Background: an optimization exercise with open tools, aiming at small area, a short achievable clock period and few clock cycles per item. Do not read the settings as production practice. In this exercise RTL edits were held to simulation tests only and were not proved equivalent to the original. Power is estimated from default activity; no workload was simulated.

==> flow/design.v <==
module processor(clk, reset, start_pc, max_pc, output_reg_addr,
                 instr_addr, instr, data_addr, data_in,
                 wb_en, wb_addr, wb_data, halted, OUTPUT_REG);
input clk;
input reset;
input [7:0] start_pc;
input [7:0] max_pc;
input [4:0] output_reg_addr;
output [7:0] instr_addr;
input [31:0] instr;
output [4:0] data_addr;
input [7:0] data_in;
output wb_en;
output [4:0] wb_addr;
output [7:0] wb_data;
output reg halted;
output [7:0] OUTPUT_REG;
reg [7:0] rf [1:31];    
reg [7:0] pc_seq;       
reg [7:0] pc_br;        
reg       pc_sel;       
reg       first;        
reg       stopped;      
reg       w_valid;      
reg       w_lw;         
reg       w_slt;        
reg [4:0] w_rd;
reg [7:0] w_a;
reg [7:0] w_b;
integer i;
wire [7:0] PC = pc_sel ? pc_br : pc_seq;
assign instr_addr = PC;
wire [7:0] w_sum  = w_a + w_b;
wire       w_lt   = $signed(w_a) < $signed(w_b);
wire [7:0] w_data = w_lw ? data_in : w_slt ? {7'd0, w_lt} : w_sum;
assign data_addr = w_sum[4:0];
assign wb_en   = w_valid;
assign wb_addr = w_rd;
assign wb_data = w_data;
wire squash = stopped | (~first & (PC >= max_pc));
wire [5:0] op  = instr[31:26];
wire [4:0] rs  = instr[25:21];
wire [4:0] rt  = instr[20:16];
wire [4:0] rd  = instr[15:11];
wire [5:0] fn  = instr[5:0];
wire [7:0] imm = instr[7:0];
wire [4:0] rb = halted ? output_reg_addr : rt;
reg  [7:0] ra_val;
reg  [7:0] rb_val;
always @(*) begin
  ra_val = 8'd0;
  rb_val = 8'd0;
  for (i = 1; i < 32; i = i + 1) begin
    ra_val = ra_val | ({8{rs == i}} & rf[i]);
    rb_val = rb_val | ({8{rb == i}} & rf[i]);
  end
end
assign OUTPUT_REG = rb_val;
wire [7:0] va = (w_valid && w_rd == rs) ? w_data : ra_val;
wire [7:0] vb = (w_valid && w_rd == rt) ? w_data : rb_val;
wire is_r     = (op == 6'h00);
wire is_addu  = is_r & (fn == 6'h21);
wire is_slt   = is_r & (fn == 6'h2a);
wire is_jr    = is_r & (fn == 6'h08);
wire is_addiu = (op == 6'h09);
wire is_beq   = (op == 6'h04);
wire is_bne   = (op == 6'h05);
wire is_jal   = (op == 6'h03);
wire is_lw    = (op == 6'h23);
wire [7:0] pc1   = PC + 8'd1;
wire       eq    = (va == vb);
wire       taken = (is_beq & eq) | (is_bne & ~eq);
wire [4:0] wa  = is_jal ? 5'd31 : is_r ? rd : rt;
wire       wr  = (is_addu | is_slt | is_addiu | is_lw | is_jal) & (wa != 5'd0);
wire [7:0] rf_d = w_data & {8{~reset}};
always @(posedge clk) begin
  for (i = 1; i < 32; i = i + 1)
    if (reset | (w_valid & (w_rd == i)))
      rf[i] <= rf_d;
end
always @(posedge clk) begin
  pc_br <= PC + imm;
  w_a   <= is_jal ? pc1 : va;
  w_b   <= is_jal ? 8'd0 : (is_addiu | is_lw) ? imm : vb;
  w_rd  <= wa;
  w_lw  <= is_lw;
  w_slt <= is_slt;
  if (reset) begin
    pc_seq  <= start_pc;
    pc_sel  <= 1'b0;
    first   <= 1'b1;
    stopped <= 1'b0;
    halted  <= 1'b0;
    w_valid <= 1'b0;
  end else begin
    pc_seq  <= is_jal ? imm : is_jr ? va : pc1;
    pc_sel  <= taken;
    first   <= 1'b0;
    stopped <= squash;
    halted  <= squash;
    w_valid <= ~squash & wr;
  end
end
endmodule
export LEC_CHECK = 0
export CAP_MARGIN = 20
export CORE_MARGIN = 2
export CORE_UTILIZATION = 40
export SETUP_SLACK_MARGIN = 1.5
export SLEW_MARGIN = 20
create_clock -name core_clock -period 5.5 [get_ports {clk}]
run.sh (not shown) runs the stock make flow with config.mk's settings and CLKGATE_MAP_FILE= SYNTH_SCRIPT=/design/flow/synth_recipe.tcl, a recipe that flattens the netlist after the stock synthesis.
Testbench counts at the start, summed over its fixed seeds: cycles 8,384, instructions 8,192.
Rerun with:
--- a/flow/design.v
+++ b/flow/design.v
@@ -16,21 +16,23 @@
 output reg halted;
 output [7:0] OUTPUT_REG;
 reg [7:0] rf [1:31];    
 reg [7:0] pc_seq;       
 reg [7:0] pc_br;        
-reg       pc_sel;       
+reg       w_beq;        
+reg       w_bne;        
 reg       first;        
 reg       stopped;      
 reg       w_valid;      
 reg       w_lw;         
 reg       w_slt;        
 reg [4:0] w_rd;
 reg [7:0] w_a;
 reg [7:0] w_b;
 integer i;
-wire [7:0] PC = pc_sel ? pc_br : pc_seq;
+wire       taken = (w_beq & (w_a == w_b)) | (w_bne & (w_a != w_b));
+wire [7:0] PC = taken ? pc_br : pc_seq;
 assign instr_addr = PC;
 wire [7:0] w_sum  = w_a + w_b;
 wire       w_lt   = $signed(w_a) < $signed(w_b);
 wire [7:0] w_data = w_lw ? data_in : w_slt ? {7'd0, w_lt} : w_sum;
 assign data_addr = w_sum[4:0];
@@ -42,22 +44,29 @@
 wire [4:0] rs  = instr[25:21];
 wire [4:0] rt  = instr[20:16];
 wire [4:0] rd  = instr[15:11];
 wire [5:0] fn  = instr[5:0];
 wire [7:0] imm = instr[7:0];
-wire [4:0] rb = halted ? output_reg_addr : rt;
 reg  [7:0] ra_val;
 reg  [7:0] rb_val;
+reg  [7:0] ro_lo;
+reg  [7:0] ro_hi;
 always @(*) begin
   ra_val = 8'd0;
   rb_val = 8'd0;
+  ro_lo = 8'd0;
+  ro_hi = 8'd0;
   for (i = 1; i < 32; i = i + 1) begin
     ra_val = ra_val | ({8{rs == i}} & rf[i]);
-    rb_val = rb_val | ({8{rb == i}} & rf[i]);
+    rb_val = rb_val | ({8{rt == i}} & rf[i]);
+  end
+  for (i = 0; i < 16; i = i + 1) begin
+    if (i != 0) ro_lo = ro_lo | ({8{output_reg_addr[3:0] == i}} & rf[i]);
+    ro_hi = ro_hi | ({8{output_reg_addr[3:0] == i}} & rf[i+16]);
   end
 end
-assign OUTPUT_REG = rb_val;
+assign OUTPUT_REG = output_reg_addr[4] ? ro_hi : ro_lo;
 wire [7:0] va = (w_valid && w_rd == rs) ? w_data : ra_val;
 wire [7:0] vb = (w_valid && w_rd == rt) ? w_data : rb_val;
 wire is_r     = (op == 6'h00);
 wire is_addu  = is_r & (fn == 6'h21);
 wire is_slt   = is_r & (fn == 6'h2a);
@@ -66,12 +75,10 @@
 wire is_beq   = (op == 6'h04);
 wire is_bne   = (op == 6'h05);
 wire is_jal   = (op == 6'h03);
 wire is_lw    = (op == 6'h23);
 wire [7:0] pc1   = PC + 8'd1;
-wire       eq    = (va == vb);
-wire       taken = (is_beq & eq) | (is_bne & ~eq);
 wire [4:0] wa  = is_jal ? 5'd31 : is_r ? rd : rt;
 wire       wr  = (is_addu | is_slt | is_addiu | is_lw | is_jal) & (wa != 5'd0);
 wire [7:0] rf_d = w_data & {8{~reset}};
 always @(posedge clk) begin
   for (i = 1; i < 32; i = i + 1)
@@ -85,18 +92,20 @@
   w_rd  <= wa;
   w_lw  <= is_lw;
   w_slt <= is_slt;
   if (reset) begin
     pc_seq  <= start_pc;
-    pc_sel  <= 1'b0;
+    w_beq   <= 1'b0;
+    w_bne   <= 1'b0;
     first   <= 1'b1;
     stopped <= 1'b0;
     halted  <= 1'b0;
     w_valid <= 1'b0;
   end else begin
     pc_seq  <= is_jal ? imm : is_jr ? va : pc1;
-    pc_sel  <= taken;
+    w_beq   <= is_beq;
+    w_bne   <= is_bne;
     first   <= 1'b0;
     stopped <= squash;
     halted  <= squash;
     w_valid <= ~squash & wr;
   end
=> The changed run ran to the end with no violations. Synthesized area increases by 2.0%. Worst setup slack gets better by 0.36 ns. Combinational power falls by 16%. Final cell count rises by 1.0%. Via count is higher by 11%. Global-route usage rises by 5.3 points.
Testbench counts after the change, summed over its fixed seeds: cycles 8,384, instructions 8,192.

## port drivers added, routing unchanged
No port has a modelled driver above. Below, the same layouts with a new extraction and two added sets of constraints. Step 1 (the two cells are an assumption about what drives the block):
set clk [get_ports {clk}]
set_driving_cell -lib_cell sky130_fd_sc_hd__clkbuf_16 $clk
set_driving_cell -lib_cell sky130_fd_sc_hd__buf_2 [delete_from_list [all_inputs] $clk]
Step 2 times the ports against the registers' clock, not the clock port: input delays grow and output delays shrink by t, the midpoint of the rising clock arrivals with the driver on. Slacks: no drivers / after step 1 / after step 2; pairs: no drivers / after step 1.
run | t (ns) | setup WS [ns] | hold slack, ns | worst setup path after step 2 | worst data-port slew with drivers (ns)
the first run | 0.657 | 1.000 / 0.961 / 0.834 | 0.572 / 0.572 / 0.572 | input to register | 0.08
the second run | 0.658 | 1.360 / 1.360 / 0.702 | 0.612 / 0.612 / 0.612 | input to register | 0.07
After both steps setup and hold are still met in every run listed. For the second run, which loses most, drivers alone change the setup slack by 0.000 ns; drivers and shift together by -0.658 ns.
